Source: an optimization exercise on an open RTL-to-GDS flow (aim: small area, a short achievable clock period and few clock cycles per item). Production flows keep margins and buffers that such runs may drop.
Only simulation tests tie the RTL to the original design; equivalence was not proved.
Power and IR drop assume default switching activity.

## flow/design.v (module list and top-level ports; edited modules follow where they fit)
// module pm32: 641 lines
// module XN: 7 lines
// module SEL: 9 lines
// module FA: 10 lines
// module FA1: 9 lines
// module HA: 9 lines
module pm32 (
    input  logic          clk,
    input  logic          rst,
    input  logic          start,
    input  logic [31:0]   mc,
    input  logic [31:0]   mp,
    output logic [63:0]   p,
    output logic          done,
    input  logic          op  
);
  // ...
==> flow/run.sh <==
#!/bin/bash
# synth_recipe.tcl (not shown) runs the flow's synth.tcl, then flattens the netlist and writes it again
# the make line also repeats each setting of config.mk as NAME=value (left out here)
make -C /OpenROAD-flow-scripts/flow DESIGN_CONFIG=/design/flow/config.mk WORK_HOME=/design/flow/orfs CLKGATE_MAP_FILE= SYNTH_SCRIPT=/design/flow/synth_recipe.tcl finish
==> flow/config.mk <==
export PLATFORM = sky130hd
export DESIGN_NAME = pm32
export DESIGN_NICKNAME = pm32
export VERILOG_FILES = /design/flow/design.v
export SDC_FILE = /design/flow/constraint.sdc
export NUM_CORES = 4
export LEC_CHECK = 0
export CAP_MARGIN = 20
export CORE_MARGIN = 2
export CORE_UTILIZATION = 40
export SLEW_MARGIN = 20
export SYNTH_HIERARCHICAL = 1
==> flow/constraint.sdc <==
create_clock -name core_clock -period 5.0 [get_ports {clk}]
set_input_delay 1.0000 -clock core_clock [delete_from_list [all_inputs] [get_ports {clk}]]
set_output_delay 1.0000 -clock core_clock [all_outputs]
set_load 0.01 [all_outputs]
==> metrics.md, run 1 <==
| Metric | Value |
|---|---|
| Synth Area in Compound Gates | `between 10% and 20%` |
| Pre-CTS setup slack | `-950 ps` |
| Clock-pin slew on the worst setup and hold paths | `approximately 60 ps` |
| NumNets Final | `between 3000 and 4000` |
| Largest class | `multi-input gates` |
| Final hold viol count | `0` |
| # setup viols final | `5` |
| Switching power | `about 13 mW` |
| Highest routed layer | `met4` |
| Total of fill cells in the finished design | `5089` |
| Worst path cell trace | `dlygate4sd2_1 -> buf_4 -> nand2b_4 -> clkinvlp_4 -> buf_12 -> buf_6 -> xnor2_2 -> o22ai_1 -> fa_2 -> fa_2 -> fa_1 -> fa_1 -> fa_1 -> fa_2` |
| Final worst setup slack | `-22.1 ps` |
| Critical path launch point type | `primary input` |
| Multi-In Gates | `around 2100` |
| Arrival time worst endpoint | `5200 ps` |
| Biggest register | `rs` |
| Initial Util | `40.4%` |
| Clock root cell | `clkbuf_16` |
| Crit path depth | `14` |
| Status | `complete, but fails checks` |
| Regs by FF count | `rs x63, rc x62, done x1` |
| Boundary pin count | `133` |
| Post-synth top area cell | `fa_1` |
| Yosys reg bits | `roughly 130` |
| Post-synthesis adder-cell area fraction | `between 30% and 40%` |
| P_clk | `1.13 mW` |
| Chip Height | `between 200 and 300 um` |
| Worst endpoint required time | `between 5000 and 6000 ps` |
| Failed Checks | `setup timing` |
| # Taps | `approximately 850` |
| Commonest cells after routing, fill and taps aside | `o22ai_1 (438), buf_4 (405), xnor2_1 (382)` |
| Clock Power Share | `roughly 4.1%` |
| Drt first-iter violations | `approximately 2100` |
| Ys Warns | `7` |
| Non-clk buf share | `between 10% and 20%` |
| Crit path max fanout | `4` |
| Final Max Tran Viols | `0` |
| Initial antenna violation count | `3` |
| GRT met3 Usage | `around 5.8%` |
| Max-Cap Viols | `0` |
| Detailed placement HPWL | `80300 um` |
| WP buf/inv | `5` |
| Total power per unit cell area | `between 700 and 800 mW/mm^2` |
| Post-CTS Setup Inserts | `between 40 and 50` |
Testbench counts, summed over its fixed seeds: cycles 1,600, items 1,600.
==> run 2: changes to the inputs <==
--- a/flow/design.v
+++ b/flow/design.v
@@ -11,144 +11,145 @@
     input  logic          op  
 );
     always_ff @(posedge clk or posedge rst) begin
         if (rst)
             done <= 1'b0;
         else if (start)
             done <= 1'b1;
     end
-    logic [15:0] ng, one, two, onen, twon;
+    logic [15:0] ng, nx, one, two, onen, twon;
     logic [32:0] mpx;
     assign mpx = {mp, 1'b0};
     genvar j, i;
     generate
         for (j = 0; j < 16; j++) begin : gen_enc
+            assign nx[j]  = mpx[2*j+2];
             assign ng[j]  = mpx[2*j+2] & ~(mpx[2*j+1] & mpx[2*j]);
             assign one[j] = mpx[2*j+1] ^ mpx[2*j];
             assign two[j] = (mpx[2*j+2] & ~mpx[2*j+1] & ~mpx[2*j]) | (~mpx[2*j+2] & mpx[2*j+1] & mpx[2*j]);
         end
     endgenerate
     assign onen = ~one;
     assign twon = ~two;
     logic [32:0] m;
     assign m = {mc[31], mc};
     logic [33:0] z0;
     logic [32:0] pp0;
     logic        ppn0;
-    assign z0[0] = ~ng[0];
+    assign z0[0] = ~nx[0];
     assign ppn0 = ~pp0[32];
     logic [33:0] z1;
     logic [32:0] pp1;
     logic        ppn1;
-    assign z1[0] = ~ng[1];
+    assign z1[0] = ~nx[1];
     assign ppn1 = ~pp1[32];
     logic [33:0] z2;
     logic [32:0] pp2;
     logic        ppn2;
-    assign z2[0] = ~ng[2];
+    assign z2[0] = ~nx[2];
     assign ppn2 = ~pp2[32];
     logic [33:0] z3;
     logic [32:0] pp3;
     logic        ppn3;
-    assign z3[0] = ~ng[3];
+    assign z3[0] = ~nx[3];
     assign ppn3 = ~pp3[32];
     logic [33:0] z4;
     logic [32:0] pp4;
     logic        ppn4;
-    assign z4[0] = ~ng[4];
+    assign z4[0] = ~nx[4];
     assign ppn4 = ~pp4[32];
     logic [33:0] z5;
     logic [32:0] pp5;
     logic        ppn5;
-    assign z5[0] = ~ng[5];
+    assign z5[0] = ~nx[5];
     assign ppn5 = ~pp5[32];
     logic [33:0] z6;
     logic [32:0] pp6;
     logic        ppn6;
-    assign z6[0] = ~ng[6];
+    assign z6[0] = ~nx[6];
     assign ppn6 = ~pp6[32];
     logic [33:0] z7;
     logic [32:0] pp7;
     logic        ppn7;
-    assign z7[0] = ~ng[7];
+    assign z7[0] = ~nx[7];
     assign ppn7 = ~pp7[32];
     logic [33:0] z8;
     logic [32:0] pp8;
     logic        ppn8;
-    assign z8[0] = ~ng[8];
+    assign z8[0] = ~nx[8];
     assign ppn8 = ~pp8[32];
     logic [33:0] z9;
     logic [32:0] pp9;
     logic        ppn9;
-    assign z9[0] = ~ng[9];
+    assign z9[0] = ~nx[9];
     assign ppn9 = ~pp9[32];
     logic [33:0] z10;
     logic [32:0] pp10;
     logic        ppn10;
-    assign z10[0] = ~ng[10];
+    assign z10[0] = ~nx[10];
     assign ppn10 = ~pp10[32];
     logic [33:0] z11;
     logic [32:0] pp11;
     logic        ppn11;
-    assign z11[0] = ~ng[11];
+    assign z11[0] = ~nx[11];
     assign ppn11 = ~pp11[32];
     logic [33:0] z12;
     logic [32:0] pp12;
     logic        ppn12;
-    assign z12[0] = ~ng[12];
+    assign z12[0] = ~nx[12];
     assign ppn12 = ~pp12[32];
     logic [33:0] z13;
     logic [32:0] pp13;
     logic        ppn13;
-    assign z13[0] = ~ng[13];
+    assign z13[0] = ~nx[13];
     assign ppn13 = ~pp13[32];
     logic [33:0] z14;
     logic [32:0] pp14;
     logic        ppn14;
-    assign z14[0] = ~ng[14];
+    assign z14[0] = ~nx[14];
     assign ppn14 = ~pp14[32];
     logic [33:0] z15;
     logic [32:0] pp15;
     logic        ppn15;
-    assign z15[0] = ~ng[15];
+    assign z15[0] = ~nx[15];
     assign ppn15 = ~pp15[32];
     generate
         for (i = 0; i < 33; i++) begin : gen_pp
-            XN  x0 (.a(m[i]), .b(ng[0]), .y(z0[i+1]));
+            XN  x0 (.a(m[i]), .b(nx[0]), .y(z0[i+1]));
             SEL s0 (.z(z0[i+1]), .z1(z0[i]), .onen(onen[0]), .twon(twon[0]), .pp(pp0[i]));
-            XN  x1 (.a(m[i]), .b(ng[1]), .y(z1[i+1]));
+            XN  x1 (.a(m[i]), .b(nx[1]), .y(z1[i+1]));
             SEL s1 (.z(z1[i+1]), .z1(z1[i]), .onen(onen[1]), .twon(twon[1]), .pp(pp1[i]));
-            XN  x2 (.a(m[i]), .b(ng[2]), .y(z2[i+1]));
+            XN  x2 (.a(m[i]), .b(nx[2]), .y(z2[i+1]));
             SEL s2 (.z(z2[i+1]), .z1(z2[i]), .onen(onen[2]), .twon(twon[2]), .pp(pp2[i]));
-            XN  x3 (.a(m[i]), .b(ng[3]), .y(z3[i+1]));
+            XN  x3 (.a(m[i]), .b(nx[3]), .y(z3[i+1]));
             SEL s3 (.z(z3[i+1]), .z1(z3[i]), .onen(onen[3]), .twon(twon[3]), .pp(pp3[i]));
-            XN  x4 (.a(m[i]), .b(ng[4]), .y(z4[i+1]));
+            XN  x4 (.a(m[i]), .b(nx[4]), .y(z4[i+1]));
             SEL s4 (.z(z4[i+1]), .z1(z4[i]), .onen(onen[4]), .twon(twon[4]), .pp(pp4[i]));
-            XN  x5 (.a(m[i]), .b(ng[5]), .y(z5[i+1]));
+            XN  x5 (.a(m[i]), .b(nx[5]), .y(z5[i+1]));
             SEL s5 (.z(z5[i+1]), .z1(z5[i]), .onen(onen[5]), .twon(twon[5]), .pp(pp5[i]));
-            XN  x6 (.a(m[i]), .b(ng[6]), .y(z6[i+1]));
+            XN  x6 (.a(m[i]), .b(nx[6]), .y(z6[i+1]));
             SEL s6 (.z(z6[i+1]), .z1(z6[i]), .onen(onen[6]), .twon(twon[6]), .pp(pp6[i]));
-            XN  x7 (.a(m[i]), .b(ng[7]), .y(z7[i+1]));
+            XN  x7 (.a(m[i]), .b(nx[7]), .y(z7[i+1]));
             SEL s7 (.z(z7[i+1]), .z1(z7[i]), .onen(onen[7]), .twon(twon[7]), .pp(pp7[i]));
-            XN  x8 (.a(m[i]), .b(ng[8]), .y(z8[i+1]));
+            XN  x8 (.a(m[i]), .b(nx[8]), .y(z8[i+1]));
             SEL s8 (.z(z8[i+1]), .z1(z8[i]), .onen(onen[8]), .twon(twon[8]), .pp(pp8[i]));
-            XN  x9 (.a(m[i]), .b(ng[9]), .y(z9[i+1]));
+            XN  x9 (.a(m[i]), .b(nx[9]), .y(z9[i+1]));
             SEL s9 (.z(z9[i+1]), .z1(z9[i]), .onen(onen[9]), .twon(twon[9]), .pp(pp9[i]));
-            XN  x10 (.a(m[i]), .b(ng[10]), .y(z10[i+1]));
+            XN  x10 (.a(m[i]), .b(nx[10]), .y(z10[i+1]));
             SEL s10 (.z(z10[i+1]), .z1(z10[i]), .onen(onen[10]), .twon(twon[10]), .pp(pp10[i]));
-            XN  x11 (.a(m[i]), .b(ng[11]), .y(z11[i+1]));
+            XN  x11 (.a(m[i]), .b(nx[11]), .y(z11[i+1]));
             SEL s11 (.z(z11[i+1]), .z1(z11[i]), .onen(onen[11]), .twon(twon[11]), .pp(pp11[i]));
-            XN  x12 (.a(m[i]), .b(ng[12]), .y(z12[i+1]));
+            XN  x12 (.a(m[i]), .b(nx[12]), .y(z12[i+1]));
             SEL s12 (.z(z12[i+1]), .z1(z12[i]), .onen(onen[12]), .twon(twon[12]), .pp(pp12[i]));
-            XN  x13 (.a(m[i]), .b(ng[13]), .y(z13[i+1]));
+            XN  x13 (.a(m[i]), .b(nx[13]), .y(z13[i+1]));
             SEL s13 (.z(z13[i+1]), .z1(z13[i]), .onen(onen[13]), .twon(twon[13]), .pp(pp13[i]));
-            XN  x14 (.a(m[i]), .b(ng[14]), .y(z14[i+1]));
+            XN  x14 (.a(m[i]), .b(nx[14]), .y(z14[i+1]));
             SEL s14 (.z(z14[i+1]), .z1(z14[i]), .onen(onen[14]), .twon(twon[14]), .pp(pp14[i]));
-            XN  x15 (.a(m[i]), .b(ng[15]), .y(z15[i+1]));
+            XN  x15 (.a(m[i]), .b(nx[15]), .y(z15[i+1]));
             SEL s15 (.z(z15[i+1]), .z1(z15[i]), .onen(onen[15]), .twon(twon[15]), .pp(pp15[i]));
         end
     endgenerate
     logic t1, t2, t3, t4, t5, t6, t7, t8, t9, t10, t11, t12, t13, t14, t15, t16, t17, t18, t19, t20, t21, t22, t23, t24, t25, t26, t27, t28, t29, t30, t31, t32, t33, t34, t35, t36, t37, t38, t39, t40, t41, t42, t43, t44, t45, t46, t47, t48, t49, t50, t51, t52, t53, t54, t55, t56, t57, t58, t59, t60, t61, t62, t63, t64, t65, t66, t67, t68, t69, t70, t71, t72, t73, t74, t75, t76, t77, t78, t79, t80, t81, t82, t83, t84, t85, t86, t87, t88, t89, t90, t91, t92, t93, t94, t95, t96, t97, t98, t99, t100, t101, t102, t103, t104, t105, t106, t107, t108, t109, t110, t111, t112, t113, t114, t115, t116, t117, t118, t119, t120, t121, t122, t123, t124, t125, t126, t127, t128, t129, t130, t131, t132, t133, t134, t135, t136, t137, t138, t139, t140, t141, t142, t143, t144, t145, t146, t147, t148, t149, t150, t151, t152, t153, t154, t155, t156, t157, t158, t159, t160, t161, t162, t163, t164, t165, t166, t167, t168, t169, t170, t171, t172, t173, t174, t175, t176, t177, t178, t179, t180, t181, t182, t183, t184, t185, t186, t187, t188, t189, t190, t191, t192, t193, t194, t195, t196, t197, t198, t199, t200, t201, t202, t203, t204, t205, t206, t207, t208, t209, t210, t211, t212, t213, t214, t215, t216, t217, t218, t219, t220, t221, t222, t223, t224, t225, t226, t227, t228, t229, t230, t231, t232, t233, t234, t235, t236, t237, t238, t239, t240, t241, t242, t243, t244, t245, t246, t247, t248, t249, t250, t251, t252, t253, t254, t255, t256, t257, t258, t259, t260, t261, t262, t263, t264, t265, t266, t267, t268, t269, t270, t271, t272, t273, t274, t275, t276, t277, t278, t279, t280, t281, t282, t283, t284, t285, t286, t287, t288, t289, t290, t291, t292, t293, t294, t295, t296, t297, t298, t299, t300, t301, t302, t303, t304, t305, t306, t307, t308, t309, t310, t311, t312, t313, t314, t315, t316, t317, t318, t319, t320, t321, t322, t323, t324, t325, t326, t327, t328, t329, t330, t331, t332, t333, t334, t335, t336, t337, t338, t339, t340, t341, t342, t343, t344, t345, t346, t347, t348, t349, t350, t351, t352, t353, t354, t355, t356, t357, t358, t359, t360, t361, t362, t363, t364, t365, t366, t367, t368, t369, t370, t371, t372, t373, t374, t375, t376, t377, t378, t379, t380, t381, t382, t383, t384, t385, t386, t387, t388, t389, t390, t391, t392, t393, t394, t395, t396, t397, t398, t399, t400, t401, t402, t403, t404, t405, t406, t407, t408, t409, t410, t411, t412, t413, t414, t415, t416, t417, t418, t419, t420, t421, t422, t423, t424, t425, t426, t427, t428, t429, t430, t431, t432, t433, t434, t435, t436, t437, t438, t439, t440, t441, t442, t443, t444, t445, t446, t447, t448, t449, t450, t451, t452, t453, t454, t455, t456, t457, t458, t459, t460, t461, t462, t463, t464, t465, t466, t467, t468, t469, t470, t471, t472, t473, t474, t475, t476, t477, t478, t479, t480, t481, t482, t483, t484, t485, t486, t487, t488, t489, t490, t491, t492, t493, t494, t495, t496, t497, t498, t499, t500, t501, t502, t503, t504, t505, t506, t507, t508, t509, t510, t511, t512, t513, t514, t515, t516, t517, t518, t519, t520, t521, t522, t523, t524, t525, t526, t527, t528, t529, t530, t531, t532, t533, t534, t535, t536, t537, t538, t539, t540, t541, t542, t543, t544, t545, t546, t547, t548, t549, t550, t551, t552, t553, t554, t555, t556, t557, t558, t559, t560, t561, t562, t563, t564, t565, t566, t567, t568, t569, t570, t571, t572, t573, t574, t575, t576, t577, t578, t579, t580, t581, t582, t583, t584, t585, t586, t587, t588, t589, t590, t591, t592, t593, t594, t595, t596, t597, t598, t599, t600, t601, t602, t603, t604, t605, t606, t607, t608, t609, t610, t611, t612, t613, t614, t615, t616, t617, t618, t619, t620, t621, t622, t623, t624, t625, t626, t627, t628, t629, t630, t631, t632, t633, t634, t635, t636, t637, t638, t639, t640, t641, t642, t643, t644, t645, t646, t647, t648, t649, t650, t651, t652, t653, t654, t655, t656, t657, t658, t659, t660, t661, t662, t663, t664, t665, t666, t667, t668, t669, t670, t671, t672, t673, t674, t675, t676, t677, t678, t679, t680, t681, t682, t683, t684, t685, t686, t687, t688, t689, t690, t691, t692, t693, t694, t695, t696, t697, t698, t699, t700, t701, t702, t703, t704, t705, t706, t707, t708, t709, t710, t711, t712, t713, t714, t715, t716, t717, t718, t719, t720, t721, t722, t723, t724, t725, t726, t727, t728, t729, t730, t731, t732, t733, t734, t735, t736, t737, t738, t739, t740, t741, t742, t743, t744, t745, t746, t747, t748, t749, t750, t751, t752, t753, t754, t755, t756, t757, t758, t759, t760, t761, t762, t763, t764, t765, t766, t767, t768, t769, t770, t771, t772, t773, t774, t775, t776, t777, t778, t779, t780, t781, t782, t783, t784, t785, t786, t787, t788, t789, t790, t791, t792, t793, t794, t795, t796, t797, t798, t799, t800, t801, t802, t803, t804, t805, t806, t807, t808, t809, t810, t811, t812, t813, t814, t815, t816, t817, t818, t819, t820, t821, t822, t823, t824, t825, t826, t827, t828, t829, t830, t831, t832, t833, t834, t835, t836, t837, t838, t839, t840, t841, t842, t843, t844, t845, t846, t847, t848, t849, t850, t851, t852, t853, t854, t855, t856, t857, t858, t859, t860, t861, t862, t863, t864, t865, t866, t867, t868, t869, t870, t871, t872, t873, t874, t875, t876, t877, t878, t879, t880, t881, t882, t883, t884, t885, t886, t887, t888, t889, t890, t891, t892, t893, t894, t895, t896, t897, t898, t899, t900, t901, t902, t903, t904, t905, t906, t907, t908, t909, t910, t911, t912, t913, t914, t915, t916, t917, t918, t919, t920, t921, t922, t923, t924, t925, t926, t927, t928, t929, t930, t931, t932, t933, t934, t935, t936, t937, t938, t939, t940, t941, t942, t943, t944, t945, t946, t947, t948, t949, t950, t951, t952, t953, t954, t955, t956, t957, t958, t959, t960;
     HA ut1 (.a(ng[1]), .b(pp0[2]), .s(t1), .c(t2));
     HA ut3 (.a(pp0[3]), .b(pp1[1]), .s(t3), .c(t4));
     FA ut5 (.a(ng[2]), .b(pp0[4]), .ci(pp1[2]), .s(t5), .c(t6));
     HA ut7 (.a(pp2[0]), .b(t4), .s(t7), .c(t8));
==> run 2 against run 1 <==
Compared with the run above:
- the layout still fails its checks (setup timing)
- combinational power fell by 7%
- clock power is 5% higher
- non-clock buffer count fell by 102
- critical path depth down 2
- first-iteration DRC count is 3.2% higher
- flip-flop and latch count unchanged
- area after synthesis decreased by 0.24%
- sequential share of layout area is 0.98 points higher
- setup slack better by 18 ps
- critical endpoint is now rc[30]$_DFFE_PP_
==> metrics.md, run 2 <==
| Metric | Value |
|---|---|
| Status | `complete, but fails checks` |
| Failed Checks | `setup timing` |
| Worst R2R Start | `done$_DFFE_PP0P_` |
| Chip Width | `256 um` |
| Max reg flops | `63` |
| Final Max Tran Viols | `0 (unchanged)` |
| Final hold viol count | `0 (unchanged)` |
| CTS Sinks | `126` |
| CP max stage cell | `fa_2` |
| Full die area | `between 0.06 and 0.07 mm^2` |
| Regs by FF count | `rs x63, rc x62, done x1` |
| CTS tree | `yes` |
| Post-CTS Hold Fix Bufs | `0` |
| Crit path time final | `around 5000 ps` |
| Ys Warns | `7 (unchanged)` |
| Worst reg2reg endpoint | `done$_DFFE_PP0P_` |
| Setup_tns | `-4.51 ps` |
| TritonRoute pass-1 iters | `8` |
| Post-synth top flop | `edfxtp_1` |
| Hold/Removal Path Class | `reg -> reg` |
| Post-synth top area cell | `fa_1` |
| Hold Startpoint | `done$_DFFE_PP0P_` |
| Pre-CTS setup slack | `-751 ps (+199 ps)` |
| Reg2Reg Depth | `1` |
| Total power per unit cell area | `766 mW/mm^2 (+2.9%)` |
| Share of the synthesized area in the top cell type | `approximately 33%` |
| # setup viols final | `1 (-4)` |
| Mapped Cells | `2371` |
| Number of vias per cell | `about 6.0` |
| Final Util | `between 50% and 60%` |
| VDD IR-drop max | `slightly below 0.5 mV` |
| Top-count cell post-synth | `xnor2_1` |
| Clk latency of the worst-skew pair | `between 400 and 500 ps` |
| Most frequent cells after synthesis | `xnor2_1 (565), o22ai_1 (531), fa_1 (420), ha_1 (137)` |
| Synthesis-to-layout area growth | `34.1%` |
| Cells after DPL | `between 3000 and 4000` |
| Critical path launch point type | `primary input` |
| CP Launch Point | `mc[24]` |
| Final Skew | `0 ps` |
| GRT Util Overall | `between 20 and 30%` |
| Max-Cap Viols | `0 (unchanged)` |
| Post-synth ARST share | `less than 1%` |
| Post-Syn Area | `0.0254 mm^2` |
| Arrival time worst endpoint | `5170 ps (-30 ps)` |
| Chip Height | `256 um (-0.12%)` |
| Commonest cells after routing, fill and taps aside | `xnor2_1 (535), o22ai_1 (444), buf_4 (359)` |
| Clock-pin slew on the worst setup and hold paths | `60 ps (about the same)` |
| Cell row count | `between 90 and 100` |
| Via count | `~23000` |
| Post-synthesis sequential area ratio | `between 10 and 15%` |
| Worst path cell trace | `clkdlybuf4s50_1 -> buf_12 -> xnor2_1 -> o22ai_2 -> buf_4 -> fa_2 -> fa_1 -> fa_1 -> fa_2 -> fa_2 -> fa_1 -> ha_1` |
| Routed WL | `about 94000 um` |
| Post-synth EDFFs | `around 130` |
| I/O Buffers | `~130` |
| Synth Net Count | `about 3000` |
| Period utilization | `100%` |
| H-tree depth | `4` |
| Crit path max fanout | `5 (+1)` |
| Mean area per synthesized cell | `roughly 11 um^2` |
| Crit path capture | `rc[30]$_DFFE_PP_` |
| Top area cells in the synthesized netlist | `fa_1 (33%), xnor2_1 (19%), edfxtp_1 (15%), o22ai_1 (13%), ha_1 (6.8%)` |
| Crit end category | `register` |
| Gpl congestion | `roughly 1` |
| Initial antenna violation count | `2 (-1)` |
| Worst endpoint required time | `5170 ps (about the same)` |
| Core area | `between 0.06 and 0.07 mm^2` |
| Leak | `~13 nW` |
| Final worst setup slack | `-4.51 ps (+17.6 ps)` |
| Fmax achieved | `around 200 MHz` |
| Crit-path max cell delay | `550 ps` |
| Share of cells above drive strength 1 | `26.7%` |
| Total Power | `between 20 and 30 mW` |
| Unrepaired setup endpoints after global routing | `yes` |
| Drt wl/cell | `24.8 um` |
| Clk buf depth | `2` |
| Drt drc | `0` |
| Vias in the first global route | `22797` |
| Drt first-iter violations | `2152 (+3.2%)` |
| Most common cell after layout, fill and taps aside | `xnor2_1` |
| Yosys reg bits | `126 (unchanged)` |
| Initial Util | `40.4% (about the same)` |
| Crit path kind | `in -> reg` |
| Clock root cell | `clkbuf_16` |
| Boundary pin count | `133 (unchanged)` |
| Register-to-register setup slack | `roughly 4200 ps` |
| First-pass GRT wire length | `140000 um` |
| Biggest register | `rs` |
| Largest net degree at the start of global routing | `slightly above 60` |
| Slew @ Worst Pin | `around 750 ps` |
| Total global routing overflow | `0` |
| Rel. slew slack | `50.2%` |
| Routed Antenna Nets | `0` |
| NumNets Final | `3568 (-3.1%)` |
| Detailed placement HPWL | `79400 um (-1.1%)` |
| Post-synthesis cell type count | `66` |
| CTS buffer count | `17` |
| Post-Layout Cell Count | `3804` |
-- run 2: changes by cell type after synthesis, moves of 2 or more --
cell	before	now
nand2b_1	21	6
nor2_1	55	58
nand2_1	57	44
and3_1	2	16
nor3b_1	3	1
-- run 2: power by group --
part	internal [mW]	total, mW	switching, mW	leakage (nW)
Clock	0.700	1.19	0.490	0.277
Combinational	9.91	21.8	11.9	11.3
Sequential	2.91	3.07	0.159	1.22
-- run 2: worst min path at each step --
| stage | end | slack (ps) | cells after the start |
|---|---|---|---|
| after global routing | done$_DFFE_PP0P_ | 500 | 1 |
| final | done$_DFFE_PP0P_ | 480 | 1 |
| after global placement | done$_DFFE_PP0P_ | 450 | 1 |
| after floorplan | done$_DFFE_PP0P_ | 510 | 1 |
| after CTS | done$_DFFE_PP0P_ | 490 | 1 |
| after detailed placement | done$_DFFE_PP0P_ | 460 | 1 |
-- run 2: area by class of cell --
class	count	area (um^2)
Multi-Input combinational cell	2095	22500
Clock buffer	18	429
Fill cell	5391	28800
Tap cell	846	1060
Sequential cell	126	3780
Timing Repair Buffer	575	5550
Inverter	125	526
Timing Repair inverter	3	22.5
Antenna cell	2	5.00
Clock inverter	14	151
-- run 2: critical path, delay by kind of cell --
| family | cells | cell delay (ps) |
|---|---|---|
| fa+ha+maj | 7 | 2970 |
| buf+inv | 3 | 780 |
| xor+xnor | 1 | 250 |
| compound gates | 1 | 170 |
-- run 2: routing by layer --
metal / vias up / GRT usage (%) / share of wire [%]
met5: - / 0 / 0
met4: 0 / 7.29 / 2.8
met3: 158 / 6.56 / 11
met2: 1209 / 42.7 / 44
met1: 11516 / 40.0 / 43
li1: 9946 / - / -
-- run 2: timing repair --
action                     in CTS  in global routing
gates resized for setup        74                176
setup endpoints to repair      55                 56
cloned                          3                  3
pin swaps                      19                 51
setup buffers                  15                 32
-- run 2: logic make-up after synthesis --
group / after synthesis / share of synthesized area, %
xor gates and xnor gates: 588 / 20.3
DFF: 126 / 14.9
and+or+nand+nor: 188 / 3.62
adders and majority gates: 557 / 39.9
AOI/OAI and AO/OA: 762 / 19.1
buffers and inverters: 150 / 2.24
-- run 2: metrics by stage --
step                      hold WS [ps]  cell area, um^2
after global placement             452            31800
after floorplan                    512            25900
after global routing               497            34000
after detailed placement           458            31800
after CTS                          485            32900
final                              481            34000
-- run 2: per-module statistics from Yosys (local to each module, per instance) --
module / cells / area, um^2 / flops+latches
FA1: 5 / 27.5 / 0
XN: 1 / 8.76 / 0
SEL: 1 / 6.26 / 0
HA: 1 / 12.5 / 0
pm32: 776 / 8080 / 126
FA: 1 / 20.0 / 0
Testbench counts of run 2, summed over its fixed seeds: cycles 1,600, items 1,600.
==> run 3: changes to the inputs <==
==> flow/flow/run.sh (new file) <==
#!/bin/bash
# The standard layout, with the port buffers made of buf_4 cells instead of the
# cell buffer_ports picks by itself (a slow delay buffer on sky130hd).
set -euo pipefail
export BUFFER_PORTS_ARGS="-buffer_cell sky130_fd_sc_hd__buf_4"
bash standard.sh > standard.log 2>&1
==> flow/standard.sh (new file) <==
#!/bin/bash
# synth_recipe.tcl (not shown) runs the flow's synth.tcl, then flattens the netlist and writes it again
# the make line also repeats each setting of config.mk as NAME=value (left out here)
make -C /OpenROAD-flow-scripts/flow DESIGN_CONFIG=/design/flow/config.mk WORK_HOME=/design/flow/orfs CLKGATE_MAP_FILE= SYNTH_SCRIPT=/design/flow/synth_recipe.tcl "${@:-finish}"
removed: flow/run.sh
==> run 3 against run 2 <==
Compared with the run above:
- now clean on timing, DRC and antenna
- routed wire length down 2.7%
- cell count decreased by 3.7%
- fmax rose by 1.5%
- setup slack improved by 75 ps
- core utilization is 4.5 points lower
- flip-flop and latch count stayed put
- hold slack got worse by 66 ps
- non-clock buffer count fell by 135
- largest power group unchanged
- highest routed layer unchanged
==> metrics.md, run 3 <==
| Metric | Value |
|---|---|
| Status | `timing/DRC/antenna clean` |
| Pre-CTS setup slack | `-410 ps (+341 ps)` |
| CP max stage cell | `fa_1` |
| Via count | `22216 (-2.7%)` |
| First-pass GRT wire length | `138000 um (-2.1%)` |
| TritonRoute pass-1 iters | `5 (-3)` |
| Biggest register | `rs` |
| Synthesis-to-layout area growth | `23.0%` |
| Synth Area in Compound Gates | `19.1% (unchanged)` |
| Largest family of logic cells by synthesized area | `adder cells` |
| CTS tree | `yes` |
| Full die area | `0.0655 mm^2 (unchanged)` |
| Ys Warns | `7 (unchanged)` |
| Routed WL | `91700 um (-2.7%)` |
| # setup viols final | `0 (-1)` |
| Number of vias per cell | `6.06 (+1.0%)` |
| Chip Width | `256 um (unchanged)` |
| Routed Antenna Nets | `0 (unchanged)` |
| Drt drc | `0 (unchanged)` |
| Register-to-register setup slack | `4220 ps (about the same)` |
| Drt wl/cell | `25.0 um (+0.96%)` |
| Final worst setup slack | `70.4 ps (+74.9 ps)` |
| WP buf/inv | `5 (+2)` |
| Leak | `11.8 nW (-8.5%)` |
| NumNets Final | `3431 (-3.8%)` |
| Core area | `0.0629 mm^2 (unchanged)` |
| Post-synthesis adder-cell area fraction | `39.9% (unchanged)` |
| Final hold viol count | `0 (unchanged)` |
| Crit path max fanout | `19 (+14)` |
| Final Skew | `0 ps (unchanged)` |
| CTS Sinks | `126 (unchanged)` |
| Arrival time worst endpoint | `5080 ps (-90 ps)` |
| Total global routing overflow | `0 (unchanged)` |
| Clock root cell | `clkbuf_16` |
| Post-Syn Area | `0.0254 mm^2 (unchanged)` |
| Crit-path max cell delay | `520 ps (-30 ps)` |
| I/O Buffers | `131 (unchanged)` |
| Post-Synth Simple-Gate Area | `3.62% (unchanged)` |
| Max reg flops | `63 (unchanged)` |
| Post-synth EDFFs | `125 (unchanged)` |
| Mean area per synthesized cell | `10.7 um^2 (unchanged)` |
| Rel. slew slack | `39.8% (-10 points)` |
| Post-synthesis sequential area ratio | `14.9% (unchanged)` |
| Period utilization | `98.6% (-1.5 points)` |
| Final Max Tran Viols | `0 (unchanged)` |
| Max-Cap Viols | `0 (unchanged)` |
| Fmax achieved | `203 MHz (+1.5%)` |
| Initial Util | `40.4% (unchanged)` |
| Critical path launch point type | `primary input` |
| Hold/Removal Path Class | `in -> async` |
| Vias in the first global route | `22353 (-1.9%)` |
| Regs by FF count | `rs x63, rc x62, done x1` |
| Total power per unit cell area | `808 mW/mm^2 (+5.5%)` |
| Xor/xnor cell area share of the yosys netlist | `20.3% (unchanged)` |
| Share of the synthesized area in the top cell type | `33.1% (unchanged)` |
| Synth Net Count | `2996 (unchanged)` |
| Unrepaired setup endpoints after global routing | `yes` |
| Setup_tns | `0 ps (+4.51 ps)` |
| Crit path kind | `in -> reg` |
| Worst path cell trace | `buf_4 -> buf_6 -> inv_1 -> and3_1 -> a21oi_4 -> buf_12 -> buf_4 -> o22ai_1 -> fa_1 -> fa_1 -> fa_1 -> fa_1 -> fa_1 -> fa_1` |
| Crit path time final | `4930 ps (-74.9 ps)` |
| Final Util | `49.7% (-4.5 points)` |
| Diode count | `0 (-2)` |
| Mapped Cells | `2371 (unchanged)` |
| Clock-pin slew on the worst setup and hold paths | `60 ps (about the same)` |
| Initial antenna violation count | `0 (-2)` |
| Crit path top cell by count | `fa_1` |
| Top-count cell post-synth | `xnor2_1` |
| Drt first-iter violations | `2018 (-6.2%)` |
| Worst endpoint required time | `5160 ps (about the same)` |
| Detailed placement HPWL | `78200 um (-1.5%)` |
| Largest net degree at the start of global routing | `74 (+21%)` |
| Clk buf depth | `2 (unchanged)` |
| Crit end category | `register` |
| Gpl congestion | `0.999 (+1.1%)` |
| Boundary pin count | `133 (unchanged)` |
| Yosys reg bits | `126 (unchanged)` |
| Most common cell after layout, fill and taps aside | `xnor2_1` |
| Slew @ Worst Pin | `903 ps (+156 ps)` |
| Proportion of synthesized area in mux cells | `0% (unchanged)` |
| Clk latency of the worst-skew pair | `420 ps (about the same)` |
| Post-synth top area cell | `fa_1` |
| Share of cells above drive strength 1 | `21.1% (-5.6 points)` |
| Post-synth ARST share | `0.794% (unchanged)` |
| Top area cells in the synthesized netlist | `fa_1 (33%), xnor2_1 (19%), edfxtp_1 (15%), o22ai_1 (13%), ha_1 (6.8%)` |
| Chip Height | `256 um (unchanged)` |
| Cell row count | `92 (unchanged)` |
| Post-synth top flop | `edfxtp_1` |
| VDD IR-drop max | `0.540 mV (+12%)` |
| Most frequent cells after synthesis | `xnor2_1 (565), o22ai_1 (531), fa_1 (420), ha_1 (137)` |
| CTS buffer count | `17 (unchanged)` |
| Commonest cells after routing, fill and taps aside | `xnor2_1 (565), o22ai_1 (497), buf_4 (407)` |
| GRT Util Overall | `27.5% (-0.46 points)` |
| Post-synthesis cell type count | `66 (unchanged)` |
| H-tree depth | `4 (unchanged)` |
| Cell family with most CP delay | `adder cells` |
## run 3: Yosys stat by module, one instance, submodules excluded
module | flip-flops and latches | area [um^2] | copies in the design
FA | 0 | 20.0 | 420
FA1 | 0 | 27.5 | 15
HA | 0 | 12.5 | 44
SEL | 0 | 6.26 | 528
XN | 0 | 8.76 | 528
pm32 | 126 | 8080 | 1
## run 3: routing by layer
metal  track usage, %  part of all wire, %  up-vias
met1             39.4                   43    11237
met5                0                    0        -
met4             8.53                  3.0        0
met2             42.2                   44     1181
met3             5.16                   10      137
li1                 -                    -     9661
## run 3: final cells by class
type | count | area [um^2]
Tap cell | 846 | 1060
Timing Repair Buffer | 440 | 3710
Sequential cell | 126 | 3780
Clock buffer | 17 | 425
Timing Repair inverter | 1 | 7.51
Clock inverter | 15 | 184
Multi-Input combinational cell | 2095 | 21500
Fill cell | 5706 | 31600
Inverter | 125 | 522
## run 3: path summary, 6_finish.rpt
path | start | depth (start not counted) | end
min in group core_clock | done$_DFFE_PP0P_ | 1 | done$_DFFE_PP0P_
min reg2reg | done$_DFFE_PP0P_ | 1 | done$_DFFE_PP0P_
max in group asynchronous | rst | 2 | done$_DFFE_PP0P_
max reg2reg | done$_DFFE_PP0P_ | 1 | done$_DFFE_PP0P_
min | rst | 2 | done$_DFFE_PP0P_
max | mp[15] | 14 | rc[38]$_DFFE_PP_
## run 3: what timing repair did
item	4_1_cts	5_1_grt
resized for setup	0	12
hold endpoints to repair	0	0
hold buffers	0	0
setup endpoints to repair	0	10
buffers inserted	0	3
## run 3: cell families (layout without fill, tap and decap cells)
family / after synthesis / after routing
DFF: 126 / 126
and+or+nand+nor: 188 / 188
AOI/OAI and AO/OA: 762 / 762
xor gates and xnor gates: 588 / 588
adders and majority gates: 557 / 557
buffers and inverters: 150 / 598
## run 3: where the power goes
part	internal, mW	switching (mW)	total [mW]
registers	2.91	0.162	3.08
clock network	0.791	0.477	1.27
logic	9.06	11.8	20.9
## run 3: stage by stage
stage,power (mW),std cells,hold slack [ps],cell area [um^2]
after floorplan,14.9,2371,512,25900
after global placement,23.0,3629,453,30500
after detailed placement,23.4,3629,460,30500
after CTS,24.9,3661,393,31100
after global routing,27.3,3665,402,31200
final,25.2,3665,414,31200

## re-timing with driven ports
The results above use ideal ports. As a check the final layouts listed here were re-extracted and re-timed, cells and wires unchanged. Step 1 (the two cells are an assumption about what drives the block):
set clk [get_ports {clk}]
set_driving_cell -lib_cell sky130_fd_sc_hd__clkbuf_16 $clk
set_driving_cell -lib_cell sky130_fd_sc_hd__buf_2 [delete_from_list [all_inputs] $clk]
Step 2 times the ports against the registers' clock, not the clock port: input delays grow and output delays shrink by t, the midpoint of the rising clock arrivals with the driver on. Three values: no drivers, after step 1, after step 2; two values: the first two.
| run | shift t [ns] | setup slack, ns | worst hold slack (ns) | worst slew at a driven data input, ns |
|---|---|---|---|---|
| run 1 | 0.482 | -0.022 / -0.007 / -0.490 | 0.477 / 0.477 / 0.477 | 0.06 |
| run 2 | 0.465 | -0.005 / 0.023 / -0.442 | 0.481 / 0.481 / 0.481 | 0.15 |
| run 3 | 0.465 | 0.070 / 0.088 / -0.376 | 0.414 / 0.389 / 0.479 | 0.09 |
With both steps, setup timing fails in run 3, where it was met with ideal ports. For run 1, which loses most, drivers alone change the setup slack by +0.015 ns; drivers and shift together by -0.468 ns.
